From an optimization exercise on the open Yosys and OpenROAD flow, aimed at small area and a short achievable clock period; shortcuts taken in it are not production practice. At most, simulation tests tie the RTL to the original design; equivalence was not proved. Only the layout flow was run in runs 1, 2 and 8; the RTL was not checked for function there. Power figures rest on the tool's default switching activity, not on a simulated workload.

==> flow/design.v <==
module cpu8(clk,rst,IR,Data_in,PC,MW_out,Address,Data_out,R0d,R1d,R2d,R3d,R4d,R5d,R6d,R7d);
input clk,rst;
input [15:0] IR;
input [7:0] Data_in;
output [7:0] PC;
output MW_out;
output [7:0] Address,Data_out,R0d,R1d,R2d,R3d,R4d,R5d,R6d,R7d;
reg [7:0] PC;
reg [7:0] R0d,R1d,R2d,R3d,R4d,R5d,R6d,R7d;
wire [2:0] DA = IR[8:6];
wire [2:0] AA = IR[5:3];
wire [2:0] BA = IR[2:0];
wire MB = IR[15];
wire MD = IR[13];
wire RW = ~IR[14];
wire MW = IR[14] & ~IR[15];
wire PL = IR[14] & IR[15];
wire JB = IR[13];
wire BC = IR[9];
wire [3:0] FS = {IR[12:10], ~PL & IR[9]};
reg [7:0] A, Bd;
always @(*) begin
	case (AA)
	3'd0: A = R0d; 3'd1: A = R1d; 3'd2: A = R2d; 3'd3: A = R3d;
	3'd4: A = R4d; 3'd5: A = R5d; 3'd6: A = R6d; default: A = R7d;
	endcase
	case (BA)
	3'd0: Bd = R0d; 3'd1: Bd = R1d; 3'd2: Bd = R2d; 3'd3: Bd = R3d;
	3'd4: Bd = R4d; 3'd5: Bd = R5d; 3'd6: Bd = R6d; default: Bd = R7d;
	endcase
end
wire [7:0] B = MB ? {5'b00000, IR[2:0]} : Bd;
wire [7:0] X = FS[2] ? (FS[1] ? 8'hFF : ~B) : (FS[1] ? B : 8'h00);
wire [8:0] S9 = {A, 1'b1} + {X, FS[0]};
wire [7:0] S = S9[8:1];
reg [3:0] tt;
always @(*) begin
	case (FS[1:0])
	2'd0: tt = 4'b1000;    
	2'd1: tt = 4'b1110;    
	2'd2: tt = 4'b0110;    
	default: tt = 4'b0011;  
	endcase
end
wire [7:0] Bs = FS[1] ? (FS[0] ? 8'h00 : {B[6:0], 1'b0}) : (FS[0] ? {1'b0, B[7:1]} : B);
wire [7:0] L;
genvar gl;
generate for (gl = 0; gl < 8; gl = gl + 1) begin : lu
	assign L[gl] = FS[2] ? Bs[gl] : tt[{A[gl], B[gl]}];
end endgenerate
wire [7:0] G = FS[3] ? L : S;
wire [7:0] BusD = MD ? Data_in : G;
wire WE = RW & ~rst;
always @(posedge clk) begin
	if (WE && DA == 3'd0) R0d <= BusD;
	if (WE && DA == 3'd1) R1d <= BusD;
	if (WE && DA == 3'd2) R2d <= BusD;
	if (WE && DA == 3'd3) R3d <= BusD;
	if (WE && DA == 3'd4) R4d <= BusD;
	if (WE && DA == 3'd5) R5d <= BusD;
	if (WE && DA == 3'd6) R6d <= BusD;
	if (WE && DA == 3'd7) R7d <= BusD;
end
assign MW_out = MW & ~rst;
assign Address = A;
assign Data_out = B;
wire [2:0] f = IR[12:10];
wire [2:0] K = IR[2:0];
wire hz = ~|A[7:3];
wire h1 = (A[7:3] == 5'b00001);
wire ho = &A[7:3];
wire t0 = ~|A[6:3];
wire t1 = &A[6:3];
wire [3:0] lp = {1'b0, A[2:0]} + {1'b0, K};
wire Zp = (lp[2:0] == 3'd0) & (lp[3] ? ho : hz);
wire Np = A[7] ^ (lp[3] & t1);
wire [2:0] Km = f[0] ? 3'd0 : K;
wire [3:0] lm = {1'b0, A[2:0]} + {1'b0, ~Km};
wire Zm = (lm[2:0] == 3'd0) & (lm[3] ? hz : h1);
wire Nm = A[7] ^ (~lm[3] & t0);
reg Zb, Nb;
always @(*) begin
	case (f)
	3'd0: begin Zb = hz & (A[2:0] == 3'd0); Nb = A[7]; end
	3'd1: begin Zb = Zp; Nb = Np; end
	3'd2, 3'd3: begin Zb = Zm; Nb = Nm; end
	3'd4: begin Zb = ((A[2:0] & K) == 3'd0); Nb = 1'b0; end
	3'd5: begin Zb = hz & (A[2:0] == K); Nb = A[7]; end
	default: begin Zb = (K == 3'd0); Nb = 1'b0; end
	endcase
end
wire jump = PL & JB;
wire branch = PL & ~JB & (BC ? Nb : Zb);
wire [7:0] ic;
assign ic[0] = 1'b1;
genvar gi;
generate for (gi = 1; gi < 8; gi = gi + 1) begin : inc
	assign ic[gi] = ic[gi-1] & PC[gi-1];
end endgenerate
wire [7:0] PC_inc = PC ^ ic;
wire [7:0] PC_br = PC + {2'b00, IR[8:6], IR[2:0]};
wire sj = ~rst & jump;
wire sb = ~rst & branch;
wire si = ~rst & ~jump & ~branch;
always @(posedge clk)
	PC <= ({8{sj}} & A) | ({8{sb}} & PC_br) | ({8{si}} & PC_inc);
endmodule
==> flow/flow/run.sh <==
#!/bin/bash
set -o pipefail
export BUFFER_PORTS_ARGS="-buffer_cell sky130_fd_sc_hd__buf_2"
bash standard.sh finish > standard.log 2>&1
==> flow/standard.sh <==
#!/bin/bash
# synth_recipe.tcl (not shown) runs the flow's synth.tcl, then flattens the netlist and writes it again
# the make line also repeats each setting of config.mk as NAME=value (left out here)
make -C /OpenROAD-flow-scripts/flow DESIGN_CONFIG=/design/flow/config.mk WORK_HOME=/design/flow/orfs CLKGATE_MAP_FILE= SYNTH_SCRIPT=/design/flow/synth_recipe.tcl "${@:-finish}"
==> flow/config.mk <==
export PLATFORM = sky130hd
export DESIGN_NAME = cpu8
export DESIGN_NICKNAME = cpu8
export VERILOG_FILES = /design/flow/design.v
export SDC_FILE = /design/flow/constraint.sdc
export NUM_CORES = 4
export LEC_CHECK = 0
export CAP_MARGIN = 20
export CORE_MARGIN = 2
export CORE_UTILIZATION = 40
export SETUP_SLACK_MARGIN = 2.5
export SLEW_MARGIN = 20
==> flow/constraint.sdc <==
create_clock -name core_clock -period 7.0 [get_ports {clk}]
set_input_delay 1.4000 -clock core_clock [delete_from_list [all_inputs] [get_ports {clk}]]
set_output_delay 1.4000 -clock core_clock [all_outputs]
set_load 0.01 [all_outputs]
==> results of run 1 <==
## final cells by class
type / count / area (um^2)
tap: 176 / 220
clock inverter: 5 / 57.6
timing repair buffer: 156 / 1100
fill: 1177 / 5990
clock buffer: 11 / 233
sequential: 72 / 2080
inverter: 27 / 110
multi-input combinational: 396 / 3400
## what timing repair did
action                     CTS  global route
pin swaps                   20            21
resized for setup           40            28
hold endpoints to repair     0             0
setup endpoints to repair   73            64
setup buffers               22            14
hold buffers                 0             0
cloned                       3             1
## worst max-delay path: stages
cell and delay (ns):
buf_16 0.12, or3b_4 0.40, a21oi_4 0.15, a221oi_4 0.06, o31ai_4 0.31, mux2_4 0.35
ha_4 0.22, nor2b_1 0.14, o21ai_2 0.17, a21boi_2 0.08, o21ai_1 0.14, nand2b_1 0.10
maj3_2 0.30, maj3_2 0.32, xnor2_2 0.19, a21oi_4 0.08, buf_12 0.15
## worst max path at each step
stage | startpoint | cells after the start | end | slack, ns
after floorplan | IR[3] | 17 | PC[0] | 2.19
after global placement | IR[1] | 16 | R5d[7] | 1.15
after detailed placement | IR[1] | 16 | R2d[7] | 1.10
after CTS | IR[1] | 17 | R2d[7] | 2.37
after global routing | IR[1] | 15 | R4d[6] | 2.32
final | IR[1] | 17 | R3d[7] | 2.41
## cells in the mapped netlist, drive strengths merged, types with 8 or more instances
master,n
o21ai,33
dfxtp,8
o22ai,8
xnor2,13
o221ai,12
mux2i,47
ha,29
mux2,13
a21o,11
buf,13
clkbuf,13
edfxtp,64
nand2b,14
nor3,9
nor2,36
nand2,31
a21oi,21
inv,27
a211oi,8
nand3,14
## stage by stage
stage	total power, mW	hold slack (ns)	instance area (um^2)	utilization
floorplan	0.758	0.580	5560	-
global placement	0.851	0.569	6220	0.472
detailed placement	0.857	0.582	6220	0.472
CTS	1.36	0.598	6960	0.528
global route	1.44	0.622	7200	0.546
finish	1.38	0.611	7200	0.546
## power by group through the flow
stage / registers [mW] / clock network [mW] / logic, mW
5_1_grt: 0.503 / 0.474 / 0.459
4_1_cts: 0.502 / 0.461 / 0.392
6_report: 0.502 / 0.452 / 0.425
3_5_place_dp: 0.511 / 0 / 0.346
3_3_place_gp: 0.511 / 0 / 0.341
2_1_floorplan: 0.512 / 0 / 0.246
## per-layer routing
metal	global-route usage	vias up
met5	0	-
met4	0.0971	0
met3	0.0452	28
met2	0.414	211
met1	0.348	2449
li1	-	2278
## logic make-up after synthesis
group	count (synthesis)
simple gates	141
buf+inv	53
flops	72
fa+ha+maj	35
mux	65
xor+xnor	18
compound gates	137
==> out/results.ini, run 1 <==
[route]
wl_met1_um = 8010
wl_per_cell_um = 22.0
dr_wl_met3_um = 1280
drc = 0
routed_wirelength_um = 18500
ant_nets = 0
via_count = 4966
drt_first_pass_iters = 5
dr.first_iter.drc_count = 374
wl_met2_um = 8830
via_per_inst = 5.89
top_layer = met4

[synth]
synth_edf_count = 64
synth.distinct_cells = 70
syn_area_um2 = 5390
muxShareOfSynthArea = 0.135
syn_inst = 521
ys.flop_type = edfxtp_1
yosys.area_share.simple = 0.134
synthAdderAreaFrac = 0.0859
syn_avg_cell_area_um2 = 10.3
syn-num-nets = 580
async_flop_share = 0
synth-xor-area-share = 0.0293
synth_top_family_by_area = compound AO/OA/AOI/OAI gates
yosysSeqAreaShare = 0.387
synth_seq_cells = 72
yosysTopAreaCell = edfxtp_1
yosysTopAreaCellShare = 0.357
synth.area.top_cells = edfxtp_1 (36%), mux2i_1 (8.7%), ha_1 (6.7%), dfxtp_1 (3.0%), nor2_1 (2.5%)
synth-compound-area-share = 0.186
synth_warnings = 1

[cts]
clock-sinks = 72
cts_tree = built
insertion_delay_ns = 0.34
root_buffer = clkbuf_16
cts.path.max_buffers = 2
cts_inserted_buffers = 9
htreeDepth = 3
clk_pin_slew_ns = 0.06

[min_path]
min_to = PC[0]
hp-start = PC[0]
hold_depth = 2
min_path_type = flop to flop

[power_and_ir_drop]
p_seq_frac = 0.364
p_per_area_nw_per_um2 = 191
power_frac_comb = 0.308
vdd_drop_max_v = 0.000158
power_leakage_nw = 3.01
netSwitchingFraction = 0.304
clockPowerShare = 0.328
power.switching_mw = 0.419
p_int_mw = 0.960

[timing]
rsz0062_at_grt = true
period_share = 0.656
setup-tns-final_ns = 0
fin_ws_ns = 2.41
finalCriticalPeriod_ns = 4.59
setup_viol = 0
drv_slew = 0
hold_viol = 0
skew_ns = 0.00749
slew_headroom = 0.212
worstMarginPinSlew_ns = 1.18
fmax_mhz = 218

[finish]
final_common_cell = buf_2
synthToLayoutAreaGrowth_pct = 33.7
nNetsFinal = 721
final_cells = 843
layout_common_cells = buf_2 (107), edfxtp_1 (64), mux2i_1 (46)
layout-drive-gt1-share = 0.387
num_antenna_cells = 0

[floorplan]
dieWidth_um = 120
die_area_um2 = 14400
placementRows = 42
start_util = 0.408
io-pin-count = 115
die_h_um = 120
design.core.area_um2 = 13200

[critical_path]
critPathMaxFanout = 8
reg2reg_to = R3d[7]
reg2reg_from = R1d[1]
crit_path_end_kind = flop
r2r_slack_ns = 3.20
cp.arrival_ns = 4.69
cp.required_ns = 7.09
start_kind = primary input
ff2ff_path_depth = 16
worstSetupPathType = primary input to flop

[placed_design]
portBuffers = 114
gp_congestion = 0.918
dp.cells = 787
dp_hpwl_um = 13100
preCtsSetupSlack_ns = 1.10

[run]
maxCapViolCount = 0

[run_status]
status = timing/DRC/antenna clean

[global_route]
grt.overflow.total = 0
antenna_found_initial = 0
grt_use_total = 0.258
grt_pass1_vias = 5005
grt_max_degree = 29
grt_pass1_wl_um = 28200

==> run 2: changes to the inputs <==
--- a/flow/design.v
+++ b/flow/design.v
@@ -31,7 +31,42 @@
 end
 wire [7:0] B = MB ? {5'b00000, IR[2:0]} : Bd;
-wire [7:0] X = FS[2] ? (FS[1] ? 8'hFF : ~B) : (FS[1] ? B : 8'h00);
-wire [8:0] S9 = {A, 1'b1} + {X, FS[0]};
-wire [7:0] S = S9[8:1];
+wire [7:0] x1, x0;    
+genvar gx;
+generate for (gx = 0; gx < 8; gx = gx + 1) begin : xs
+	if (gx < 3) begin : lo
+		wire xk = IR[gx] ? FS[1] : FS[2];    
+		assign x1[gx] = MB ? xk : FS[1];
+		assign x0[gx] = MB ? xk : FS[2];
+	end else begin : hi
+		assign x1[gx] = MB ? FS[2] : FS[1];
+		assign x0[gx] = FS[2];
+	end
+end endgenerate
+wire [7:0] X = (Bd & x1) | (~Bd & x0);
+wire ci = FS[0];
+wire [7:0] g = A & X;
+wire [7:0] t = A | X;
+wire [7:0] G1, T1, G2, T2, G3;
+assign G1[0] = g[0] | (t[0] & ci);
+assign T1[0] = 1'b0;
+generate for (gx = 1; gx < 8; gx = gx + 1) begin : k1
+	assign G1[gx] = g[gx] | (t[gx] & g[gx-1]);
+	assign T1[gx] = t[gx] & t[gx-1];
+end endgenerate
+assign G2[0] = G1[0];
+assign T2[0] = 1'b0;
+assign G2[1] = G1[1] | (T1[1] & ci);
+assign T2[1] = 1'b0;
+generate for (gx = 2; gx < 8; gx = gx + 1) begin : k2
+	assign G2[gx] = G1[gx] | (T1[gx] & G1[gx-2]);
+	assign T2[gx] = T1[gx] & T1[gx-2];
+end endgenerate
+assign G3[1:0] = G2[1:0];
+assign G3[3:2] = G2[3:2] | (T2[3:2] & {2{ci}});
+generate for (gx = 4; gx < 8; gx = gx + 1) begin : k3
+	assign G3[gx] = G2[gx] | (T2[gx] & G2[gx-4]);
+end endgenerate
+wire [7:0] c = {G3[6:0], ci};          
+wire [7:0] S = A ^ (X ^ c);
 reg [3:0] tt;
 always @(*) begin
@@ -45,7 +80,6 @@
 wire [7:0] Bs = FS[1] ? (FS[0] ? 8'h00 : {B[6:0], 1'b0}) : (FS[0] ? {1'b0, B[7:1]} : B);
 wire [7:0] L;
-genvar gl;
-generate for (gl = 0; gl < 8; gl = gl + 1) begin : lu
-	assign L[gl] = FS[2] ? Bs[gl] : tt[{A[gl], B[gl]}];
+generate for (gx = 0; gx < 8; gx = gx + 1) begin : lu
+	assign L[gx] = FS[2] ? Bs[gx] : tt[{A[gx], B[gx]}];
 end endgenerate
 wire [7:0] G = FS[3] ? L : S;
==> out/results.ini, run 2 <==
[timing]
hold_viol = 0
worstMarginPinSlew_ns = 0.971
skew_ns = 0.00629
period_share = 0.657
setup_viol = 0
whs_ns = 0.617
fin_ws_ns = 2.40
setup-tns-final_ns = 0
rsz0062_at_grt = true
fmax_mhz = 217
drv_slew = 0
slew_headroom = 0.350
finalCriticalPeriod_ns = 4.60

[finish]
final_common_cell = buf_2
utilization = 0.538
nNetsFinal = 761
synthToLayoutAreaGrowth_pct = 30.5
fillers = 1217
num_antenna_cells = 0
layout_common_cells = buf_2 (109), edfxtp_1 (64), nand2_1 (58)
layout-drive-gt1-share = 0.334

[cts]
clk_pin_slew_ns = 0.06
htreeDepth = 3
clock-sinks = 72
cts_tree = built
cts.path.max_buffers = 2
insertion_delay_ns = 0.34
cts_inserted_buffers = 9
root_buffer = clkbuf_16

[global_route]
grt.overflow.total = 0
grt_max_degree = 37
grt_use_total = 0.257
grt_pass1_wl_um = 28600
antenna_found_initial = 0
grt_pass1_vias = 4993

[synth]
synth_top_family_by_area = compound AO/OA/AOI/OAI gates
yosys.area_share.simple = 0.168
synthAdderAreaFrac = 0.0748
async_flop_share = 0
synth_seq_cells = 72
synth-compound-area-share = 0.218
synth.area.top_cells = edfxtp_1 (35%), ha_1 (5.5%), mux2i_1 (5.3%), nand2_1 (4.0%), dfxtp_1 (2.9%)
yosysTopAreaCell = edfxtp_1
syn-num-nets = 631
synth-xor-area-share = 0.0239
ys.flop_type = edfxtp_1
muxShareOfSynthArea = 0.0876
synth_edf_count = 64
yosys-top-cells-count = edfxtp_1 (64), nand2_1 (59), nor2_1 (40)
synth_most_common_cell = edfxtp_1
syn_area_um2 = 5500
yosysTopAreaCellShare = 0.349
synth.distinct_cells = 83
yosysSeqAreaShare = 0.379
synth_warnings = 1
syn_inst = 577
syn_avg_cell_area_um2 = 9.53

[route]
via_per_inst = 6.16
routed_wirelength_um = 19500
ant_nets = 0
wl_per_cell_um = 21.9
drc = 0
dr.first_iter.drc_count = 624
drt_first_pass_iters = 5
via_count = 5474

[critical_path]
r2r_slack_ns = 3.17
critPathSlowestCell = fa_1
crit_path_end_kind = flop
ff2ff_path_depth = 17
cp.arrival_ns = 4.82
slowest_delay_ns = 0.44
cp.required_ns = 7.22
reg2reg_from = R3d[0]
critPathMaxFanout = 30
path_buf_inv = 3
worstSetupPathType = primary input to flop
path_cells = buf_8 > nor2_4 > a21oi_1 > o22ai_1 > o22ai_2 > inv_2 > ha_4 > inv_2 > fa_1 > xor2_1 > and4b_1 > a311oi_2 > nand3_1 > a221oi_4 > nor2_1 > mux2i_1 > nor4b_1 > nor3_1
start_kind = primary input
crit_top_cell = inv_2
reg2reg_to = PC[7]
cp_top_family = simple AND/OR/NAND/NOR gates

[floorplan]
start_util = 0.412
io-pin-count = 115
placementRows = 42
dieWidth_um = 121
design.core.area_um2 = 13300
die_area_um2 = 14700
die_h_um = 121

[min_path]
min_path_type = flop to flop
hp-start = PC[7]
hold_depth = 3
min_to = PC[7]

[run_status]
status = timing/DRC/antenna clean

[placed_design]
dp_hpwl_um = 13600
preCtsSetupSlack_ns = 1.33
gp_congestion = 0.929
portBuffers = 114

[power_and_ir_drop]
p_per_area_nw_per_um2 = 185
p_seq_frac = 0.376
clockPowerShare = 0.330
p_int_mw = 0.896
netSwitchingFraction = 0.324
vdd_drop_max_v = 0.000137
power.switching_mw = 0.430
power_leakage_nw = 2.89
p_total_mw = 1.33
power_frac_comb = 0.295

[run]
maxCapViolCount = 0

run 2: cell count changes after synthesis, moves of 7 or more:
cell	delta
nand2b_1	-7
nand2_1	+28
mux2i_1	-18
buf_2	+9
o211ai_1	+10
o221ai_1	-8
a21oi_1	+13
run 2: logic make-up (layout without fill, tap and decap cells):
| logic type | count (synthesis) | in the layout |
|---|---|---|
| AO/OA/AOI/OAI | 171 | 171 |
| XOR/XNOR | 15 | 15 |
| adder cells (fa/ha/maj) | 31 | 31 |
| buffers and inverters | 61 | 196 |
| flip-flops | 72 | 72 |
| multiplexers | 44 | 44 |
| AND/OR/NAND/NOR | 183 | 183 |
run 2: metal layers:
| layer | routed length, um | track usage |
|---|---|---|
| met4 | 572 | 0.101 |
| met1 | 8260 | 0.355 |
| met5 | 0 | 0 |
| met2 | 9140 | 0.405 |
| met3 | 1520 | 0.0381 |
run 2: worst max-delay path by stage:
stage          startpoint  endpoint  slack, ns  cells after the start
3_3_place_gp        IR[2]    R4d[7]       1.40                     14
3_5_place_dp        IR[2]    R5d[7]       1.33                     14
4_1_cts             IR[2]    R1d[7]       2.50                     15
6_report            IR[4]     PC[7]       2.40                     18
2_1_floorplan       IR[5]     PC[7]       2.28                     19
5_1_grt             IR[5]     PC[7]       2.26                     17
run 2: what timing repair did:
action,in CTS,in global routing
pin swaps,7,22
cloned,0,2
setup buffers,12,20
setup endpoints to repair,85,74
endpoints found under the hold margin,0,0
hold buffers,0,0
gates resized for setup,39,31
run 2: power groups by stage:
| stage | clock network, mW | registers [mW] | logic, mW |
|---|---|---|---|
| 3_5_place_dp | 0 | 0.507 | 0.327 |
| 6_report | 0.437 | 0.498 | 0.391 |
| 2_1_floorplan | 0 | 0.508 | 0.235 |
| 5_1_grt | 0.463 | 0.499 | 0.423 |
| 3_3_place_gp | 0 | 0.507 | 0.322 |
| 4_1_cts | 0.444 | 0.498 | 0.351 |
run 2: metrics by stage:
step           cell area (um^2)  std cells
4_1_cts                    6820        866
2_1_floorplan              5630        577
3_5_place_dp               6260        838
3_3_place_gp               6250        838
5_1_grt                    7180        888
6_report                   7180        888
run 2: layout make-up:
type | instances | area (um^2) | area share
multi-input cells | 444 | 3460 | 0.482
flip-flops and latches | 72 | 2080 | 0.290
repair buffers | 155 | 1020 | 0.142
clock buffers | 9 | 225 | 0.0314
well taps | 176 | 220 | 0.0307
inverters | 25 | 106 | 0.0148
clock inverters | 7 | 60.1 | 0.00837
run 2: tightest hold or removal path, cell delays in order (launching register included):
cell and delay (ns):
dfxtp_1 0.33, nand2_1 0.08, a221oi_2 0.04, nor3_1 0.12
==> run 3: changes to the inputs <==
--- a/flow/design.v
+++ b/flow/design.v
@@ -31,56 +31,20 @@
 end
 wire [7:0] B = MB ? {5'b00000, IR[2:0]} : Bd;
-wire [7:0] x1, x0;    
-genvar gx;
-generate for (gx = 0; gx < 8; gx = gx + 1) begin : xs
-	if (gx < 3) begin : lo
-		wire xk = IR[gx] ? FS[1] : FS[2];    
-		assign x1[gx] = MB ? xk : FS[1];
-		assign x0[gx] = MB ? xk : FS[2];
-	end else begin : hi
-		assign x1[gx] = MB ? FS[2] : FS[1];
-		assign x0[gx] = FS[2];
-	end
-end endgenerate
-wire [7:0] X = (Bd & x1) | (~Bd & x0);
-wire ci = FS[0];
-wire [7:0] g = A & X;
-wire [7:0] t = A | X;
-wire [7:0] G1, T1, G2, T2, G3;
-assign G1[0] = g[0] | (t[0] & ci);
-assign T1[0] = 1'b0;
-generate for (gx = 1; gx < 8; gx = gx + 1) begin : k1
-	assign G1[gx] = g[gx] | (t[gx] & g[gx-1]);
-	assign T1[gx] = t[gx] & t[gx-1];
-end endgenerate
-assign G2[0] = G1[0];
-assign T2[0] = 1'b0;
-assign G2[1] = G1[1] | (T1[1] & ci);
-assign T2[1] = 1'b0;
-generate for (gx = 2; gx < 8; gx = gx + 1) begin : k2
-	assign G2[gx] = G1[gx] | (T1[gx] & G1[gx-2]);
-	assign T2[gx] = T1[gx] & T1[gx-2];
-end endgenerate
-assign G3[1:0] = G2[1:0];
-assign G3[3:2] = G2[3:2] | (T2[3:2] & {2{ci}});
-generate for (gx = 4; gx < 8; gx = gx + 1) begin : k3
-	assign G3[gx] = G2[gx] | (T2[gx] & G2[gx-4]);
-end endgenerate
-wire [7:0] c = {G3[6:0], ci};          
-wire [7:0] S = A ^ (X ^ c);
-reg [3:0] tt;
+wire [7:0] X = FS[2] ? (FS[1] ? 8'hFF : ~B) : (FS[1] ? B : 8'h00);
+wire [8:0] S9 = {A, 1'b1} + {X, FS[0]};
+wire [7:0] S = S9[8:1];
+reg [7:0] L;
 always @(*) begin
-	case (FS[1:0])
-	2'd0: tt = 4'b1000;    
-	2'd1: tt = 4'b1110;    
-	2'd2: tt = 4'b0110;    
-	default: tt = 4'b0011;  
+	case (FS[2:0])
+	3'd0: L = A & B;
+	3'd1: L = A | B;
+	3'd2: L = A ^ B;
+	3'd3: L = ~A;
+	3'd4: L = B;
+	3'd5: L = {1'b0, B[7:1]};
+	3'd6: L = {B[6:0], 1'b0};
+	default: L = 8'h00;
 	endcase
 end
-wire [7:0] Bs = FS[1] ? (FS[0] ? 8'h00 : {B[6:0], 1'b0}) : (FS[0] ? {1'b0, B[7:1]} : B);
-wire [7:0] L;
-generate for (gx = 0; gx < 8; gx = gx + 1) begin : lu
-	assign L[gx] = FS[2] ? Bs[gx] : tt[{A[gx], B[gx]}];
-end endgenerate
 wire [7:0] G = FS[3] ? L : S;
 wire [7:0] BusD = MD ? Data_in : G;
@@ -134,8 +98,9 @@
 wire [7:0] PC_inc = PC ^ ic;
 wire [7:0] PC_br = PC + {2'b00, IR[8:6], IR[2:0]};
-wire sj = ~rst & jump;
-wire sb = ~rst & branch;
-wire si = ~rst & ~jump & ~branch;
-always @(posedge clk)
-	PC <= ({8{sj}} & A) | ({8{sb}} & PC_br) | ({8{si}} & PC_inc);
+always @(posedge clk) begin
+	if (rst) PC <= 8'd0;
+	else if (jump) PC <= A;
+	else if (branch) PC <= PC_br;
+	else PC <= PC_inc;
+end
 endmodule
==> flow/flow/run.sh (replaced) <==
#!/bin/bash
set -o pipefail
export BUFFER_PORTS_ARGS="-buffer_cell sky130_fd_sc_hd__buf_2"
export POST_GLOBAL_PLACE_TCL=$(pwd)/flow/small_out_bufs.tcl
export CTS_ARGS="-sink_clustering_enable -repair_clock_nets -dont_use_dummy_load -buf_list sky130_fd_sc_hd__clkbuf_8"
bash standard.sh finish > standard.log 2>&1
==> flow/flow/small_out_bufs.tcl (new file) <==
# Ports fed straight from registers (R0d..R7d, PC) are not timing-critical:
# give them the smallest buffer instead of the one buffer_ports used.
set db [ord::get_db]
set block [ord::get_db_block]
set small [$db findMaster sky130_fd_sc_hd__buf_1]
set n 0
foreach bt [$block getBTerms] {
  if {![regexp {^(R[0-7]d|PC)\[} [$bt getName]]} { continue }
  set net [$bt getNet]
  if {$net eq "NULL"} { continue }
  foreach it [$net getITerms] {
    if {[$it isOutputSignal]} {
      set inst [$it getInst]
      if {[[$inst getMaster] getName] eq "sky130_fd_sc_hd__buf_2"} { $inst swapMaster $small; incr n }
    }
  }
}
puts "small_out_bufs: $n output buffers resized to buf_1"
==> out/results.ini, run 3 <==
[synth]
syn_area_um2 = 5690
synth_warnings = 1
async_flop_share = 0
synth.area.top_cells = edfxtp_1 (34%), ha_1 (9.4%), mux2_2 (3.8%), nor2_1 (3.6%), mux2i_1 (3.3%)
syn_inst = 582
syn_avg_cell_area_um2 = 9.78
yosysTopAreaCellShare = 0.338
yosysSeqAreaShare = 0.366
synth.distinct_cells = 79
synth_most_common_cell = edfxtp_1
yosysTopAreaCell = edfxtp_1
synth_seq_cells = 72
ys.flop_type = edfxtp_1
yosys-top-cells-count = edfxtp_1 (64), nor2_1 (55), ha_1 (43)
synth_edf_count = 64
syn-num-nets = 655

[global_route]
grt_max_degree = 47
grt_pass1_vias = 4731
grt_use_total = 0.236
antenna_found_initial = 0
grt_pass1_wl_um = 26800
grt.overflow.total = 0

[min_path]
min_path_type = flop to flop

[cts]
clock-sinks = 72
htreeDepth = 3
clk_pin_slew_ns = 0.07
holdBufCountCts = 0
cts_tree = built
insertion_delay_ns = 0.36
root_buffer = clkbuf_8
cts.path.max_buffers = 2
cts_inserted_buffers = 9

[critical_path]
worstSetupPathType = primary input to flop
cp_top_family = compound AO/OA/AOI/OAI gates
cp.arrival_ns = 4.48
cp.required_ns = 7.10
start_kind = primary input
crit_path_end_kind = flop
path_buf_inv = 3
critPathSlowestCell = mux4_2
crit_top_cell = o21ai_1
path_cells = buf_16 > nand2b_1 > mux4_2 > a211oi_4 > a21oi_4 > inv_2 > nand2_1 > nand2_2 > ha_4 > nor2b_1 > o21ai_1 > a21oi_2 > o21ai_1 > nand2b_1 > a21o_1 > a21oi_2 > xnor2_1 > o21ai_1 > o21ai_2 > buf_6
slowest_delay_ns = 0.51
critPathMaxFanout = 22

[floorplan]
die_area_um2 = 15200
io-pin-count = 115
placementRows = 43
design.core.area_um2 = 13900
start_util = 0.410
die_h_um = 123
dieWidth_um = 123

[timing]
setup-tns-final_ns = 0
hold_viol = 0
whs_ns = 0.596
period_share = 0.625
setup_viol = 0
skew_ns = 0.0163
fmax_mhz = 228
finalCriticalPeriod_ns = 4.38
worstMarginPinSlew_ns = 1.03
slew_headroom = 0.311
rsz0062_at_grt = false
drv_slew = 0

[finish]
final_common_cell = buf_1
layout_common_cells = buf_1 (72), edfxtp_1 (64), nor2_1 (55)
layout-drive-gt1-share = 0.215
num_antenna_cells = 0
synthToLayoutAreaGrowth_pct = 18.4
nNetsFinal = 759

[route]
ant_nets = 0
via_per_inst = 6.00
drt_first_pass_iters = 6
wl_per_cell_um = 21.3
routed_wirelength_um = 18400
drc = 0
via_count = 5180
dr.first_iter.drc_count = 472

[power_and_ir_drop]
power_leakage_nw = 2.63
vdd_drop_max_v = 0.0000830
p_per_area_nw_per_um2 = 168

[run_status]
status = timing/DRC/antenna clean

[placed_design]
dp_hpwl_um = 13100
portBuffers = 114

[run]
maxCapViolCount = 0

run 3: report_power, final:
part	total, mW	internal, mW	switching, mW
combinational	0.378	0.154	0.224
sequential	0.502	0.492	0.0100
clock	0.252	0.115	0.138
total	1.13	0.761	0.372
run 3: layer usage:
metal  global-route usage  up-vias  wire length, um
met4               0.0526        0              256
met2                0.372      230             8640
met3               0.0415       22             1260
li1                     -     2369                -
met5                    0        -                0
met1                0.340     2559             8220
run 3: path summary, 6_finish.rpt:
| kind | startpoint | to | slack [ns] | cells after the start |
|---|---|---|---|---|
| max | IR[0] | R1d[7] | 2.62 | 20 |
| min reg2reg | PC[7] | PC[7] | 0.60 | 2 |
| min | PC[7] | PC[7] | 0.60 | 2 |
| max reg2reg | R2d[0] | R5d[6] | 3.42 | 15 |
run 3: stage by stage:
step                      instances  power (mW)  area [um^2]   util  worst slack, ns
final                           864        1.13         6740  0.486             2.62
after global routing            864        1.19         6740  0.486             2.47
after detailed placement        841       0.852         6290  0.453             1.45
after CTS                       856        1.12         6560  0.473             2.51
after floorplan                 582       0.759         5800      -             2.43
after global placement          841       0.846         6380  0.460             1.58
run 3: cells by family (layout without fill, tap and decap cells):
family                     count (synthesis)  count (layout)  synth area share
and+or+nand+nor                          175             175             0.154
AOI/OAI and AO/OA                        158             158             0.196
xor gates and xnor gates                  16              16            0.0246
buffers and inverters                     69             171            0.0532
muxes                                     45              45            0.0973
adders and majority gates                 47              47             0.109
DFF                                       72              72             0.366
run 3: area by class of cell:
| type | count | area (um^2) |
|---|---|---|
| fillers | 1323 | 7140 |
| clock buffers | 9 | 124 |
| repair inverters | 1 | 5.00 |
| well taps | 180 | 225 |
| repair buffers | 129 | 672 |
| multi-input cells | 441 | 3500 |
| flip-flops and latches | 72 | 2080 |
| inverters | 32 | 131 |
run 3: repair_timing:
action	in CTS	in global routing
gates resized for setup	27	23
buffers inserted	6	6
endpoints found under the setup margin	71	35
gates cloned	0	2
endpoints found under the hold margin	0	0
pin swaps	4	13
run 3: worst reg2reg max path, delay by kind of cell (launching register included):
family / cells / cell delay, ns
adder cells (fa/ha/maj): 1 / 0.21
AO/OA/AOI/OAI: 10 / 1.46
XOR/XNOR: 1 / 0.16
multiplexers: 3 / 1.01
flip-flops: 1 / 0.46
==> run 4: changes to the inputs <==
--- a/flow/config.mk
+++ b/flow/config.mk
@@ -8,5 +8,5 @@
 export CAP_MARGIN = 20
 export CORE_MARGIN = 2
-export CORE_UTILIZATION = 40
+export CORE_UTILIZATION = 65
 export SETUP_SLACK_MARGIN = 2.5
 export SLEW_MARGIN = 20
==> out/results.ini, run 4 <==
[run_status]
status = timing/DRC/antenna clean

[placed_design]
preCtsSetupSlack_ns = 1.46
dp.cells = 768
dp_hpwl_um = 11700
portBuffers = 114

[critical_path]
slowest_delay_ns = 0.36
cp.required_ns = 7.06
endpoint = R7d[6]
start_kind = primary input
reg2reg_from = R2d[0]
worstSetupPathType = primary input to flop
critPathMaxFanout = 22
critPathLaunch = IR[0]
path_cells = buf_16 > mux2_2 > a211oi_2 > a31oi_1 > o22ai_2 > o21ai_4 > mux2_4 > ha_4 > a21o_1 > a21o_1 > a21oi_2 > o21bai_1 > a31o_2 > xnor2_1 > o22ai_1 > mux2_4
critPathSlowestCell = mux2_2
ff2ff_path_depth = 15
r2r_slack_ns = 3.37
crit_path_end_kind = flop
reg2reg_to = R7d[6]
cp.arrival_ns = 4.51

[finish]
layout-drive-gt1-share = 0.224
num_antenna_cells = 0
nNetsFinal = 759
layout_common_cells = buf_1 (72), edfxtp_1 (64), nor2_1 (55)
final_cells = 792
final_common_cell = buf_1
synthToLayoutAreaGrowth_pct = 17.2

[power_and_ir_drop]
power_frac_comb = 0.330
clockPowerShare = 0.228
vdd_drop_max_v = 0.000116
power.switching_mw = 0.373
p_per_area_nw_per_um2 = 170
power_leakage_nw = 2.64
p_int_mw = 0.762
p_seq_frac = 0.442
netSwitchingFraction = 0.328

[route]
wl_per_cell_um = 21.5
via_per_inst = 6.74
dr.first_iter.drc_count = 503
via_count = 5339
drc = 0
drt_first_pass_iters = 7
routed_wirelength_um = 17000
ant_nets = 0

[cts]
cts_tree = built
clk_pin_slew_ns = 0.07
cts.path.max_buffers = 2
htreeDepth = 3
cts_inserted_buffers = 9
insertion_delay_ns = 0.36
root_buffer = clkbuf_8
clock-sinks = 72
holdBufCountCts = 0

[synth]
syn_inst = 582
yosysTopAreaCellShare = 0.338
synth_edf_count = 64
synth.area.top_cells = edfxtp_1 (34%), ha_1 (9.4%), mux2_2 (3.8%), nor2_1 (3.6%), mux2i_1 (3.3%)
yosys-top-cells-count = edfxtp_1 (64), nor2_1 (55), ha_1 (43)
syn-num-nets = 655
synth_seq_cells = 72
synth.distinct_cells = 79
yosysTopAreaCell = edfxtp_1
ys.flop_type = edfxtp_1
synth_warnings = 1
async_flop_share = 0
synth_most_common_cell = edfxtp_1
syn_area_um2 = 5690
yosysSeqAreaShare = 0.366
syn_avg_cell_area_um2 = 9.78

[min_path]
hp-start = PC[7]
min_path_type = flop to flop

[global_route]
grt_max_degree = 47
grt.overflow.total = 0
grt_pass1_wl_um = 26100
grt_pass1_vias = 4863
grt_use_total = 0.351
antenna_found_initial = 0

[floorplan]
die_area_um2 = 9520
design.core.area_um2 = 8590
start_util = 0.663
dieWidth_um = 97.6
placementRows = 34
die_h_um = 97.6
io-pin-count = 115

[run]
maxCapViolCount = 0

[timing]
worstMarginPinSlew_ns = 1.14
drv_slew = 0
rsz0062_at_grt = false
period_share = 0.635
fin_ws_ns = 2.56
setup_viol = 0
setup-tns-final_ns = 0
finalCriticalPeriod_ns = 4.44
slew_headroom = 0.239
hold_viol = 0
fmax_mhz = 225
skew_ns = 0.0305

==> run 4: cells by family after synthesis <==
family	after synthesis	synth area share
AOI/OAI and AO/OA	158	0.196
xor gates and xnor gates	16	0.0246
adders and majority gates	47	0.109
buffers and inverters	69	0.0532
DFF	72	0.366
muxes	45	0.0973
and+or+nand+nor	175	0.154
==> run 4: cell type report <==
| cell class | instances | area (um^2) |
|---|---|---|
| multi-input combinational | 441 | 3500 |
| sequential | 72 | 2080 |
| fill | 605 | 1920 |
| timing repair buffer | 129 | 693 |
| tap | 108 | 135 |
| inverter | 32 | 131 |
| clock buffer | 9 | 124 |
| timing repair inverter | 1 | 5.00 |
==> run 4: routing by layer <==
layer	wire [um]	up-vias	track usage	share of wire
met5	0	-	0	0
met4	468	0	0.0972	0.027
met3	1870	52	0.0856	0.11
met2	7990	373	0.552	0.47
met1	6710	2553	0.488	0.39
li1	-	2361	-	-
==> run 4: how the worst min path moves through the flow <==
| stage | end | cells after the start |
|---|---|---|
| final | PC[7] | 2 |
| after global routing | PC[7] | 2 |
| after CTS | PC[7] | 2 |
| after detailed placement | PC[7] | 2 |
| after global placement | PC[7] | 2 |
| after floorplan | PC[7] | 2 |
==> run 4: power by group through the flow <==
stage	clock, mW	combinational (mW)	sequential, mW
after detailed placement	0	0.329	0.510
final	0.259	0.374	0.502
after CTS	0.257	0.348	0.501
after global placement	0	0.324	0.510
after floorplan	0	0.247	0.512
after global routing	0.271	0.409	0.503
==> run 4: critical path, delay by kind of cell <==
kind,cells,cell delay [ns]
compound gates,10,1.54
xor+xnor,1,0.16
fa+ha+maj,1,0.21
buf+inv,1,0.14
mux,3,1.05
==> run 4: what timing repair did <==
action	in CTS	in global routing
pin swaps	7	12
endpoints found under the setup margin	77	37
gates resized for setup	29	26
hold endpoints to repair	0	0
setup buffers	6	7
cloned	1	1
==> run 4: stage by stage <==
stage / util / total power, mW / instance area, um^2 / hold slack (ns)
2_1_floorplan: - / 0.759 / 5800 / 0.625
3_3_place_gp: 0.731 / 0.834 / 6280 / 0.569
3_5_place_dp: 0.721 / 0.840 / 6190 / 0.588
4_1_cts: 0.758 / 1.11 / 6510 / 0.606
5_1_grt: 0.777 / 1.18 / 6680 / 0.660
6_report: 0.777 / 1.13 / 6680 / 0.614
==> run 5: changes to the inputs <==
--- a/flow/config.mk
+++ b/flow/config.mk
@@ -8,5 +8,5 @@
 export CAP_MARGIN = 20
 export CORE_MARGIN = 2
-export CORE_UTILIZATION = 65
-export SETUP_SLACK_MARGIN = 2.5
+export CORE_UTILIZATION = 40
+export SETUP_SLACK_MARGIN = 2.75
 export SLEW_MARGIN = 20
==> out/results.ini, run 5 <==
[run_status]
status = timing/DRC/antenna clean

[placed_design]
dp_hpwl_um = 13300
post_dp_cell_area_um2 = 6380
dp.cells = 840
portBuffers = 114

[min_path]
hp-start = PC[7]
min_path_type = flop to flop

[route]
drt_first_pass_iters = 5
dr.first_iter.drc_count = 500
drc = 0
via_count = 5367
via_per_inst = 5.96
routed_wirelength_um = 19300
wl_per_cell_um = 21.4
ant_nets = 0

[finish]
fillers = 1288
final_cells = 900
num_antenna_cells = 0
layout_common_cells = buf_1 (72), edfxtp_1 (64), nor2_1 (54)
final_common_cell = buf_1
nNetsFinal = 795
fin_area_um2 = 7300
layout-drive-gt1-share = 0.283
synthToLayoutAreaGrowth_pct = 28.1

[synth]
syn_avg_cell_area_um2 = 9.78
syn-num-nets = 655
yosys-top-cells-count = edfxtp_1 (64), nor2_1 (55), ha_1 (43)
synth_most_common_cell = edfxtp_1
yosysSeqAreaShare = 0.366
yosysTopAreaCellShare = 0.338
syn_area_um2 = 5690
ys.flop_type = edfxtp_1
synth_edf_count = 64
synth.distinct_cells = 79
async_flop_share = 0
synth_warnings = 1
yosysTopAreaCell = edfxtp_1
synth_seq_cells = 72
synth.area.top_cells = edfxtp_1 (34%), ha_1 (9.4%), mux2_2 (3.8%), nor2_1 (3.6%), mux2i_1 (3.3%)
syn_inst = 582

[critical_path]
crit_path_end_kind = flop
worstSetupPathType = primary input to flop
cp.required_ns = 7.10
cp.arrival_ns = 4.44
critPathLaunch = IR[2]
start_kind = primary input
reg2reg_from = R2d[0]
critPathMaxFanout = 36

[timing]
period_share = 0.620
setup-tns-final_ns = 0
drv_slew = 0
rsz0062_at_grt = true
hold_viol = 0
finalCriticalPeriod_ns = 4.34
slew_headroom = 0.284
skew_ns = 0.0185
setup_viol = 0
worstMarginPinSlew_ns = 1.07
fmax_mhz = 230

[global_route]
antenna_found_initial = 0
grt_use_total = 0.247
grt.overflow.total = 0
grt_pass1_wl_um = 27800
grt_pass1_vias = 4841
grt_max_degree = 47

[floorplan]
die_h_um = 123
io-pin-count = 115
die_area_um2 = 15200
dieWidth_um = 123
start_util = 0.410
placementRows = 43
design.core.area_um2 = 13900

[power_and_ir_drop]
power_leakage_nw = 2.92
vdd_drop_max_v = 0.0000976
p_per_area_nw_per_um2 = 163

[cts]
cts_tree = built
insertion_delay_ns = 0.36
htreeDepth = 3
cts_inserted_buffers = 9
cts.path.max_buffers = 2
clk_pin_slew_ns = 0.06
root_buffer = clkbuf_8
holdBufCountCts = 0
clock-sinks = 72

[run]
maxCapViolCount = 0

[run 5: layout make-up]
class,instances,area (um^2),area share
multi-input cells,441,3640,0.499
repair buffers,165,1090,0.149
inverters,32,136,0.0187
clock buffers,9,124,0.0170
flip-flops and latches,72,2080,0.285
well taps,180,225,0.0309
repair inverters,1,5.00,0.000686
[run 5: path summary, 6_finish.rpt]
check,to,slack (ns),cells after the start
setup / recovery,R7d[7],2.66,16
hold / removal,PC[7],0.63,2
hold reg to reg,PC[7],0.63,2
setup reg to reg,R7d[7],3.36,19
[run 5: logic make-up after synthesis]
| logic type | after synthesis | synth area share |
|---|---|---|
| XOR/XNOR | 16 | 0.0246 |
| AND/OR/NAND/NOR | 175 | 0.154 |
| multiplexers | 45 | 0.0973 |
| buffers and inverters | 69 | 0.0532 |
| adder cells (fa/ha/maj) | 47 | 0.109 |
| flip-flops | 72 | 0.366 |
| AO/OA/AOI/OAI | 158 | 0.196 |
[run 5: where the power goes]
part	internal [mW]	switching (mW)
Clock	0.115	0.146
Sequential	0.492	0.0101
Combinational	0.193	0.235
Total	0.799	0.391
[run 5: critical path: stages]
cell and delay [ns]:
buf_8 0.21, mux2i_1 0.13, or3_1 0.36, a311oi_4 0.39, mux2_2 0.38, ha_1 0.29
inv_1 0.10, a21oi_2 0.05, o21ai_1 0.14, nand2b_1 0.10, a21o_1 0.19, a21oi_2 0.15
xnor2_1 0.09, o21ai_1 0.19, o21ai_2 0.08, buf_6 0.15
[run 5: layer usage]
layer / GRT usage / share of wire / vias up
met5: 0 / 0 / -
met4: 0.0866 / 0.026 / 0
met3: 0.0434 / 0.079 / 35
met2: 0.383 / 0.46 / 264
met1: 0.347 / 0.43 / 2618
li1: - / - / 2450
[run 5: what timing repair did]
| action | CTS | global route |
|---|---|---|
| setup endpoints to repair | 88 | 65 |
| pin swaps | 19 | 31 |
| gates resized for setup | 46 | 32 |
| setup buffers | 21 | 25 |
| gates cloned | 3 | 2 |
[run 5: metrics by stage]
step	setup WS (ns)	total power [mW]	hold WS, ns	utilization
after floorplan	2.43	0.767	0.625	-
after global placement	1.67	0.853	0.572	0.466
after detailed placement	1.43	0.857	0.598	0.460
after CTS	2.73	1.16	0.608	0.500
after global routing	2.51	1.25	0.679	0.526
final	2.66	1.19	0.625	0.526
==> run 6: changes to the inputs <==
--- a/flow/config.mk
+++ b/flow/config.mk
@@ -9,4 +9,4 @@
 export CORE_MARGIN = 2
 export CORE_UTILIZATION = 40
-export SETUP_SLACK_MARGIN = 2.75
+export SETUP_SLACK_MARGIN = 3.0
 export SLEW_MARGIN = 20
==> out/results.ini, run 6 <==
[run_status]
status = timing/DRC/antenna clean

[power_and_ir_drop]
p_total_mw = 1.27
p_int_mw = 0.854
netSwitchingFraction = 0.327
p_per_area_nw_per_um2 = 155
clockPowerShare = 0.197
power.switching_mw = 0.416
p_seq_frac = 0.396
power_frac_comb = 0.407
power_leakage_nw = 3.27
vdd_drop_max_v = 0.0000750

[synth]
synth_most_common_cell = edfxtp_1
syn_area_um2 = 5690
syn_inst = 582
synth_warnings = 1
ys.flop_type = edfxtp_1
yosysTopAreaCell = edfxtp_1
yosysSeqAreaShare = 0.366
yosysTopAreaCellShare = 0.338
synth.distinct_cells = 79
synth_seq_cells = 72
async_flop_share = 0
syn_avg_cell_area_um2 = 9.78
yosys-top-cells-count = edfxtp_1 (64), nor2_1 (55), ha_1 (43)
syn-num-nets = 655
synth.area.top_cells = edfxtp_1 (34%), ha_1 (9.4%), mux2_2 (3.8%), nor2_1 (3.6%), mux2i_1 (3.3%)
synth_edf_count = 64

[finish]
final_cells = 937
layout-drive-gt1-share = 0.369
layout_common_cells = buf_1 (72), edfxtp_1 (64), buf_4 (57)
final_common_cell = buf_1
utilization = 0.588
nNetsFinal = 832
synthToLayoutAreaGrowth_pct = 43.4
num_antenna_cells = 0
fin_area_um2 = 8170

[floorplan]
die_h_um = 123
io-pin-count = 115
die_area_um2 = 15200
dieWidth_um = 123
design.core.area_um2 = 13900
placementRows = 43
start_util = 0.410

[route]
wl_per_cell_um = 22.6
dr.first_iter.drc_count = 564
ant_nets = 0
routed_wirelength_um = 21200
drt_first_pass_iters = 7
via_per_inst = 6.09
drc = 0
via_count = 5704

[timing]
hold_viol = 0
skew_ns = 0.0380
drv_slew = 0
worstMarginPinSlew_ns = 1.20
rsz0062_at_grt = true
period_share = 0.623
slew_headroom = 0.196
finalCriticalPeriod_ns = 4.36
setup-tns-final_ns = 0
setup_viol = 0
fmax_mhz = 229

[cts]
cts.path.max_buffers = 2
cts_inserted_buffers = 9
clk_pin_slew_ns = 0.06
htreeDepth = 3
cts_tree = built
insertion_delay_ns = 0.37
root_buffer = clkbuf_8
holdBufCountCts = 0
clock-sinks = 72

[critical_path]
slowest_delay_ns = 0.35
critPathMaxFanout = 8
cp.required_ns = 7.08
crit_path_end_kind = flop
critPathSlowestCell = mux2_4
path_cells = buf_16 > buf_4 > nor3b_4 > a211oi_2 > a31oi_1 > o22ai_2 > o21ai_4 > mux2_4 > ha_4 > a21o_1 > a21o_1 > a21oi_2 > o21bai_1 > a31o_2 > xnor2_1 > o22ai_1 > mux2_4
start_kind = primary input
cp.arrival_ns = 4.44
worstSetupPathType = primary input to flop

[global_route]
grt.overflow.total = 0
grt_pass1_vias = 5218
antenna_found_initial = 0
grt_pass1_wl_um = 30800
grt_use_total = 0.275
grt_max_degree = 47

[min_path]
min_path_type = flop to flop

[placed_design]
portBuffers = 114
post_dp_cell_area_um2 = 6420
dp_hpwl_um = 13200
dp.cells = 840

[run]
maxCapViolCount = 0

run 6: cell type report:
cell class              count  area [um^2]
clock buffers               9          124
fillers                  1181         5720
inverters                  32          141
multi-input cells         442         4000
flip-flops and latches     72         2080
well taps                 180          225
repair buffers            201         1580
repair inverters            1         5.00
run 6: what timing repair did:
action / 4_1_cts / 5_1_grt
setup endpoints to repair: 88 / 71
setup buffers: 57 / 21
gates cloned: 9 / 0
resized for setup: 123 / 45
pin swaps: 60 / 48
run 6: through the flow:
stage,setup slack (ns),hold slack [ns]
CTS,2.72,0.613
global route,2.56,0.680
detailed placement,1.53,0.611
floorplan,2.43,0.628
finish,2.64,0.626
global placement,1.63,0.585
run 6: worst paths after layout:
check                               to  startpoint  cells after the start  slack (ns)
worst max-delay path            R7d[6]       IR[0]                     17        2.64
worst min-delay path             PC[7]       PC[7]                      2        0.63
worst max register to register  R7d[6]      R2d[0]                     15        3.37
worst min register to register   PC[7]       PC[7]                      2        0.63
run 6: critical path: cells and delay by family:
family,cells,cell delay (ns)
simple gates,1,0.19
compound gates,10,1.50
fa+ha+maj,1,0.21
xor+xnor,1,0.16
buf+inv,2,0.27
mux,2,0.69
run 6: logic make-up (layout without fill, tap and decap cells):
| family | count (synthesis) | in the layout | synth area share |
|---|---|---|---|
| buf+inv | 69 | 243 | 0.0532 |
| fa+ha+maj | 47 | 47 | 0.109 |
| simple gates | 175 | 175 | 0.154 |
| flops | 72 | 72 | 0.366 |
| xor+xnor | 16 | 16 | 0.0246 |
| compound gates | 158 | 159 | 0.196 |
| mux | 45 | 45 | 0.0973 |
run 6: power by group through the flow:
stage          Combinational, mW  Sequential (mW)  Clock (mW)
2_1_floorplan              0.259            0.512           0
3_3_place_gp               0.344            0.511           0
3_5_place_dp               0.350            0.511           0
4_1_cts                    0.466            0.502       0.251
5_1_grt                    0.553            0.503       0.268
6_report                   0.517            0.502       0.250
run 6: metal layers:
layer | global-route usage | vias up | share of wire
met3 | 0.0475 | 60 | 0.083
met5 | 0 | - | 0
li1 | - | 2529 | -
met4 | 0.0803 | 0 | 0.032
met1 | 0.374 | 2815 | 0.41
met2 | 0.448 | 300 | 0.48
==> run 7: changes to the inputs <==
--- a/flow/flow/run.sh
+++ b/flow/flow/run.sh
@@ -1,4 +1,13 @@
 #!/bin/bash
+# Layout flow: the standard ORFS flow (standard.sh) with these changes:
+#  - synthesis leaves adders to ABC (no half/full adder cell extraction), so
+#    the carry logic is mapped for delay together with the rest; registers
+#    are the same as in the standard synthesis
+#  - plain buffers (not delay cells) on the ports; the smallest one on ports
+#    driven straight by registers (R0d..R7d, PC)
+#  - a clock tree of clkbuf_8 without dummy loads
+# Every tool's output is in the ORFS logs under orfs/logs; make's in standard.log.
 set -o pipefail
+export ADDER_MAP_FILE=
 export BUFFER_PORTS_ARGS="-buffer_cell sky130_fd_sc_hd__buf_2"
 export POST_GLOBAL_PLACE_TCL=$(pwd)/flow/small_out_bufs.tcl
--- a/flow/config.mk
+++ b/flow/config.mk
@@ -9,4 +9,4 @@
 export CORE_MARGIN = 2
 export CORE_UTILIZATION = 40
-export SETUP_SLACK_MARGIN = 3.0
+export SETUP_SLACK_MARGIN = 2.5
 export SLEW_MARGIN = 20
==> out/results.ini, run 7 <==
[global_route]
grt.met1_usage = 0.369
grt.overflow.total = 0
grt_busiest_layer = met2
grtUsageMet2 = 0.389
grt_max_degree = 44
grt_use_total = 0.257
grtUsageMet3 = 0.0526
antenna_found_initial = 0
grt_pass1_vias = 5285
grt_pass1_wl_um = 29600

[critical_path]
reg2reg_to = PC[0]
reg2reg_from = R1d[0]
critPathMaxFanout = 41
worstSetupPathType = primary input to flop
cp.required_ns = 7.12
start_kind = primary input
critPathLaunch = IR[5]
cp.arrival_ns = 4.55
crit_path_end_kind = flop
r2r_slack_ns = 3.41
ff2ff_path_depth = 14

[power_and_ir_drop]
p_per_area_nw_per_um2 = 166
power.switching_mw = 0.383
clockPowerShare = 0.229
p_int_mw = 0.744
vdd_drop_max_v = 0.0000875
p_seq_frac = 0.445
netSwitchingFraction = 0.340
power_leakage_nw = 2.30
power_frac_comb = 0.325
p_total_mw = 1.13

[synth]
yosysTopAreaCellShare = 0.338
async_flop_share = 0
yosys-top-cells-count = edfxtp_1 (64), nor2_1 (56), nand2_1 (50)
synth_top_family_by_area = compound AO/OA/AOI/OAI gates
synth_most_common_cell = edfxtp_1
syn-num-nets = 652
yosys.area_share.simple = 0.195
synthAdderAreaFrac = 0.0213
muxShareOfSynthArea = 0.0808
synth_seq_cells = 72
yosysSeqAreaShare = 0.366
syn_inst = 626
synth_warnings = 1
synth.distinct_cells = 88
syn_area_um2 = 5690
synth-xor-area-share = 0.0246
synth-compound-area-share = 0.252
syn_avg_cell_area_um2 = 9.08
ys.flop_type = edfxtp_1
synth.area.top_cells = edfxtp_1 (34%), a21oi_1 (4.0%), nor2_1 (3.7%), mux2i_1 (3.5%), nand2_1 (3.3%)
yosysTopAreaCell = edfxtp_1
synth_edf_count = 64

[run_status]
status = timing/DRC/antenna clean

[route]
wl_per_cell_um = 21.9
routed_wirelength_um = 19600
dr.first_iter.drc_count = 503
drt_first_pass_iters = 7
via_count = 5675
via_per_inst = 6.33
drc = 0
ant_nets = 0

[timing]
finalCriticalPeriod_ns = 4.43
slew_headroom = 0.313
rsz0062_at_grt = true
hold_viol = 0
skew_ns = 0.0174
whs_ns = 0.550
fin_ws_ns = 2.57
setup_viol = 0
setup-tns-final_ns = 0
worstMarginPinSlew_ns = 1.02
fmax_mhz = 226
drv_slew = 0
period_share = 0.633

[run]
maxCapViolCount = 0

[cts]
insertion_delay_ns = 0.35
cts_inserted_buffers = 9
cts_tree = built
cts.path.max_buffers = 2
htreeDepth = 3
root_buffer = clkbuf_8
clock-sinks = 72
clk_pin_slew_ns = 0.06

[min_path]
hp-start = PC[7]
min_path_type = flop to flop
hold_depth = 2
min_to = PC[7]

[floorplan]
placementRows = 43
dieWidth_um = 123
io-pin-count = 115
start_util = 0.410
die_area_um2 = 15200
design.core.area_um2 = 13900
die_h_um = 123

[placed_design]
portBuffers = 114
dp_hpwl_um = 13900
preCtsSetupSlack_ns = 1.42

[finish]
layout-drive-gt1-share = 0.213
nNetsFinal = 745
synthToLayoutAreaGrowth_pct = 19.1
layout_common_cells = buf_1 (72), edfxtp_1 (64), nor2_1 (56)
num_antenna_cells = 0
final_common_cell = buf_1

==> run 7: changes by cell type in the layout (fill, tap and decap cells not counted), moves of 11 or more <==
cell	before	now
buf_4	57	20
ha_1	36	0
buf_6	24	1
a21oi_1	20	42
nand2_1	37	49
inv_1	24	13
==> run 7: how the worst max path moves through the flow <==
stage,end,slack (ns),depth (start not counted)
detailed placement,R2d[7],1.42,12
finish,R3d[7],2.57,12
CTS,R3d[7],2.51,12
global route,R3d[7],2.41,13
floorplan,PC[1],2.53,15
global placement,PC[1],1.48,13
==> run 7: per-layer routing <==
metal  vias to the layer above  routed length (um)  share of wire
met2                       262                8870           0.45
met5                         -                   0              0
met1                      2779                8650           0.44
li1                       2600                   -              -
met3                        34                1700          0.087
met4                         0                 404          0.021
==> run 7: kinds of logic after synthesis <==
logic type | count (synthesis)
adder cells (fa/ha/maj) | 12
AO/OA/AOI/OAI | 200
multiplexers | 40
AND/OR/NAND/NOR | 214
XOR/XNOR | 16
flip-flops | 72
buffers and inverters | 72
==> run 7: timing repair <==
action | 4_1_cts | 5_1_grt
pin swaps | 2 | 11
resized for setup | 30 | 27
gates cloned | 0 | 1
hold endpoints to repair | 0 | 0
hold buffers | 0 | 0
setup buffers | 4 | 13
setup endpoints to repair | 71 | 39
==> run 7: layout make-up <==
cell class	count	area, um^2
Sequential cell	72	2080
Timing Repair Buffer	133	694
Multi-Input combinational cell	482	3550
Tap cell	180	225
Fill cell	1351	7110
Inverter	20	88.8
Timing Repair inverter	1	5.00
Clock buffer	9	124
==> run 7: power groups by stage <==
stage	combinational (mW)	sequential [mW]	clock [mW]
detailed placement	0.325	0.511	0
finish	0.366	0.502	0.258
global route	0.399	0.503	0.277
global placement	0.321	0.510	0
CTS	0.340	0.501	0.261
floorplan	0.241	0.511	0
==> run 7: per-stage QoR <==
stage / util / area [um^2] / cells
floorplan: - / 5790 / 626
global placement: 0.457 / 6350 / 870
detailed placement: 0.451 / 6260 / 870
CTS: 0.471 / 6540 / 883
global route: 0.488 / 6770 / 897
finish: 0.488 / 6770 / 897
==> run 7: worst max-delay path, cell delays in order <==
cell,delay [ns]
buf_12,0.19
mux2_2,0.35
a21oi_1,0.23
o21ai_1,0.19
a21oi_2,0.32
mux2_2,0.24
a211oi_2,0.05
o31ai_2,0.25
maj3_2,0.28
a21oi_2,0.08
or4_1,0.53
a32oi_4,0.40
==> run 8: changes to the inputs <==
--- a/flow/design.v
+++ b/flow/design.v
@@ -63,29 +63,6 @@
 assign Address = A;
 assign Data_out = B;
-wire [2:0] f = IR[12:10];
-wire [2:0] K = IR[2:0];
-wire hz = ~|A[7:3];
-wire h1 = (A[7:3] == 5'b00001);
-wire ho = &A[7:3];
-wire t0 = ~|A[6:3];
-wire t1 = &A[6:3];
-wire [3:0] lp = {1'b0, A[2:0]} + {1'b0, K};
-wire Zp = (lp[2:0] == 3'd0) & (lp[3] ? ho : hz);
-wire Np = A[7] ^ (lp[3] & t1);
-wire [2:0] Km = f[0] ? 3'd0 : K;
-wire [3:0] lm = {1'b0, A[2:0]} + {1'b0, ~Km};
-wire Zm = (lm[2:0] == 3'd0) & (lm[3] ? hz : h1);
-wire Nm = A[7] ^ (~lm[3] & t0);
-reg Zb, Nb;
-always @(*) begin
-	case (f)
-	3'd0: begin Zb = hz & (A[2:0] == 3'd0); Nb = A[7]; end
-	3'd1: begin Zb = Zp; Nb = Np; end
-	3'd2, 3'd3: begin Zb = Zm; Nb = Nm; end
-	3'd4: begin Zb = ((A[2:0] & K) == 3'd0); Nb = 1'b0; end
-	3'd5: begin Zb = hz & (A[2:0] == K); Nb = A[7]; end
-	default: begin Zb = (K == 3'd0); Nb = 1'b0; end
-	endcase
-end
+wire Zb = ~|G;
+wire Nb = G[7];
 wire jump = PL & JB;
 wire branch = PL & ~JB & (BC ? Nb : Zb);
@@ -98,9 +75,8 @@
 wire [7:0] PC_inc = PC ^ ic;
 wire [7:0] PC_br = PC + {2'b00, IR[8:6], IR[2:0]};
-always @(posedge clk) begin
-	if (rst) PC <= 8'd0;
-	else if (jump) PC <= A;
-	else if (branch) PC <= PC_br;
-	else PC <= PC_inc;
-end
+wire sj = ~rst & jump;
+wire sb = ~rst & branch;
+wire si = ~rst & ~jump & ~branch;
+always @(posedge clk)
+	PC <= ({8{sj}} & A) | ({8{sb}} & PC_br) | ({8{si}} & PC_inc);
 endmodule
--- a/flow/flow/run.sh
+++ b/flow/flow/run.sh
@@ -7,4 +7,5 @@
 #    driven straight by registers (R0d..R7d, PC)
 #  - a clock tree of clkbuf_8 without dummy loads
+#  - timing repair by resizing and pin swaps only (no buffer insertion)
 # Every tool's output is in the ORFS logs under orfs/logs; make's in standard.log.
 set -o pipefail
@@ -12,4 +13,5 @@
 export BUFFER_PORTS_ARGS="-buffer_cell sky130_fd_sc_hd__buf_2"
 export POST_GLOBAL_PLACE_TCL=$(pwd)/flow/small_out_bufs.tcl
+export SETUP_MOVE_SEQUENCE="unbuffer,sizeup,swap"
 export CTS_ARGS="-sink_clustering_enable -repair_clock_nets -dont_use_dummy_load -buf_list sky130_fd_sc_hd__clkbuf_8"
 bash standard.sh finish > standard.log 2>&1
--- a/flow/config.mk
+++ b/flow/config.mk
@@ -6,7 +6,8 @@
 export NUM_CORES = 4
 export LEC_CHECK = 0
+export ABC_AREA = 1
 export CAP_MARGIN = 20
 export CORE_MARGIN = 2
 export CORE_UTILIZATION = 40
-export SETUP_SLACK_MARGIN = 2.5
+export SETUP_SLACK_MARGIN = 2.75
 export SLEW_MARGIN = 20
==> out/results.ini, run 8 <==
[run_status]
status = timing/DRC/antenna clean

[cts]
htreeDepth = 3
clk_pin_slew_ns = 0.07
root_buffer = clkbuf_8
clock-sinks = 72
cts_tree = built
cts.path.max_buffers = 2
insertion_delay_ns = 0.37
cts_inserted_buffers = 9
holdBufCountCts = 0

[synth]
synth_most_common_cell = nand2_1
yosys-top-cells-count = nand2_1 (184), nor2_1 (103), inv_1 (94)
synth_warnings = 1
async_flop_share = 0
yosysSeqAreaShare = 0.392
synth.distinct_cells = 41
syn_avg_cell_area_um2 = 7.13
synth_seq_cells = 72
yosysTopAreaCellShare = 0.362
yosysTopAreaCell = edfxtp_1
synth.area.top_cells = edfxtp_1 (36%), nand2_1 (13%), nor2_1 (7.3%), inv_1 (6.6%), nand3_1 (6.5%)
synth_edf_count = 64
syn_inst = 745
ys.flop_type = edfxtp_1
syn-num-nets = 771
syn_area_um2 = 5310

[timing]
hold_viol = 0
finalCriticalPeriod_ns = 4.23
fmax_mhz = 237
period_share = 0.604
slew_headroom = 0.313
worstMarginPinSlew_ns = 1.02
setup-tns-final_ns = 0
setup_viol = 0
rsz0062_at_grt = true
drv_slew = 0
skew_ns = 0.0217

[critical_path]
cp.arrival_ns = 2.83
cp.required_ns = 5.60
critPathMaxFanout = 7
reg2reg_from = R1d[0]
r2r_slack_ns = 4.01
crit_path_end_kind = output port
ff2ff_path_depth = 15
worstSetupPathType = primary input to output port
reg2reg_to = R6d[7]
start_kind = primary input

[global_route]
antenna_found_initial = 0
grt.overflow.total = 0
grt_use_total = 0.267
grt_max_degree = 21
grt_pass1_vias = 5305
grt_pass1_wl_um = 28800

[finish]
fin_area_um2 = 6170
nNetsFinal = 884
num_antenna_cells = 0
synthToLayoutAreaGrowth_pct = 16.3
layout-drive-gt1-share = 0.143
final_common_cell = nand2_1
fillers = 1348
layout_common_cells = nand2_1 (179), nor2_1 (101), inv_1 (92)

[route]
drc = 0
drt_first_pass_iters = 6
via_per_inst = 5.56
dr.first_iter.drc_count = 555
routed_wirelength_um = 18700
via_count = 5736
ant_nets = 0
wl_per_cell_um = 18.1

[floorplan]
start_util = 0.406
dieWidth_um = 119
io-pin-count = 115
design.core.area_um2 = 13100
placementRows = 42
die_area_um2 = 14200
die_h_um = 119

[min_path]
hp-start = PC[0]
min_path_type = flop to flop
min_to = PC[0]
hold_depth = 3

[power_and_ir_drop]
p_total_mw = 1.08
vdd_drop_max_v = 0.000129
p_per_area_nw_per_um2 = 175
power_leakage_nw = 2.75

[placed_design]
post_dp_cell_area_um2 = 5910
portBuffers = 114
dp_hpwl_um = 14600

[run]
maxCapViolCount = 0

==> run 8: report_power, final <==
group	internal [mW]	leakage [nW]	switching [mW]	total, mW
combinational	0.0968	2.04	0.226	0.323
sequential	0.490	0.641	0.0113	0.501
clock	0.114	0.0647	0.140	0.254
total	0.701	2.75	0.377	1.08
==> run 8: worst max path at each step <==
stage | startpoint | end | slack (ns) | depth (start not counted)
after floorplan | IR[2] | Data_out[4] | 3.23 | 10
after global placement | IR[5] | R1d[6] | 1.96 | 15
after detailed placement | IR[3] | R0d[6] | 1.85 | 15
after CTS | IR[1] | Data_out[3] | 2.75 | 10
after global routing | IR[3] | Address[6] | 2.64 | 11
final | IR[3] | Address[6] | 2.77 | 11
==> run 8: cell families after synthesis <==
| logic type | after synthesis | share of synthesized area |
|---|---|---|
| buffers and inverters | 118 | 0.0931 |
| XOR/XNOR | 14 | 0.0231 |
| AND/OR/NAND/NOR | 427 | 0.366 |
| flip-flops | 72 | 0.392 |
| AO/OA/AOI/OAI | 114 | 0.126 |
==> run 8: layout make-up <==
type,instances,area [um^2],share of cell area
inverter,105,404,0.0655
multi-input combinational,555,2820,0.457
sequential,72,2080,0.337
tap,176,220,0.0357
timing repair buffer,115,522,0.0845
clock buffer,9,124,0.0201
==> run 8: per-stage QoR <==
stage	hold slack [ns]	util	worst slack, ns	std cells
global route	0.660	0.472	2.64	1032
finish	0.604	0.472	2.77	1032
global placement	0.568	0.459	1.96	1022
CTS	0.597	0.464	2.75	1031
floorplan	0.564	-	3.23	745
detailed placement	0.578	0.452	1.85	1022
==> run 8: worst max-delay path, stage by stage <==
cell and delay (ns):
clkbuf_4 0.17, nor2_2 0.18, nand2_2 0.13, inv_2 0.14
nand2_1 0.06, o21ai_0 0.07, nor2_1 0.07, nand2_1 0.11
nand2_1 0.15, inv_1 0.19, buf_2 0.16
==> run 8: timing repair <==
action | in CTS | in global routing
buffers inserted | 0 | 0
resized for setup | 14 | 27
pin swaps | 0 | 5
setup endpoints to repair | 61 | 46
==> run 8: routing by layer <==
layer  share of wire  vias up  global-route usage  wire (um)
met4           0.027        0              0.0818        504
li1                -     2714                   -          -
met3           0.088       39              0.0690       1640
met1            0.42     2701               0.360       7890
met5               0        -                   0          0
met2            0.46      282               0.423       8680

==> separate check: timing with driven ports <==
Ports are ideal in the flow. The routed layouts listed here were re-timed in OpenROAD.
Step 1 (the two cells are an assumption about what drives the block):
set clk [get_ports {clk}]
set_driving_cell -lib_cell sky130_fd_sc_hd__clkbuf_16 $clk
set_driving_cell -lib_cell sky130_fd_sc_hd__buf_2 [delete_from_list [all_inputs] $clk]
Step 2 moves the port delays by t, midway between the first and last clock arrival at a register: inputs arrive t later, outputs are due t later. That takes back most of the time a late clock gives input paths.
Slacks: ideal / step 1 / step 2; pairs: ideal / step 1.
| run | t, ns | setup slack, ns | clock arrival spread, ns | slew at the worst register clock pin (ns) | cell pins on the clock port's net |
|---|---|---|---|---|---|
| run 1 | 0.381 | 2.405 / 2.298 / 1.917 | 0.008 / 0.007 | 0.06 / 0.06 | 1 |
| run 2 | 0.376 | 2.400 / 2.350 / 1.974 | 0.006 / 0.006 | 0.06 / 0.06 | 1 |
| run 3 | 0.388 | 2.622 / 2.467 / 2.094 | 0.017 / 0.017 | 0.08 / 0.08 | 1 |
| run 4 | 0.375 | 2.557 / 2.444 / 2.069 | 0.031 / 0.030 | 0.09 / 0.09 | 1 |
| run 5 | 0.382 | 2.659 / 2.507 / 2.125 | 0.018 / 0.018 | 0.08 / 0.08 | 1 |
| run 6 | 0.384 | 2.641 / 2.437 / 2.053 | 0.038 / 0.038 | 0.09 / 0.09 | 1 |
| run 7 | 0.382 | 2.567 / 2.524 / 2.143 | 0.017 / 0.017 | 0.08 / 0.08 | 1 |
| run 8 | 0.396 | 2.773 / 2.752 / 2.577 | 0.022 / 0.022 | 0.08 / 0.08 | 1 |
After both steps setup and hold are still met in every run listed. For run 6, which loses most, drivers alone change the setup slack by -0.204 ns; drivers and shift together by -0.588 ns.
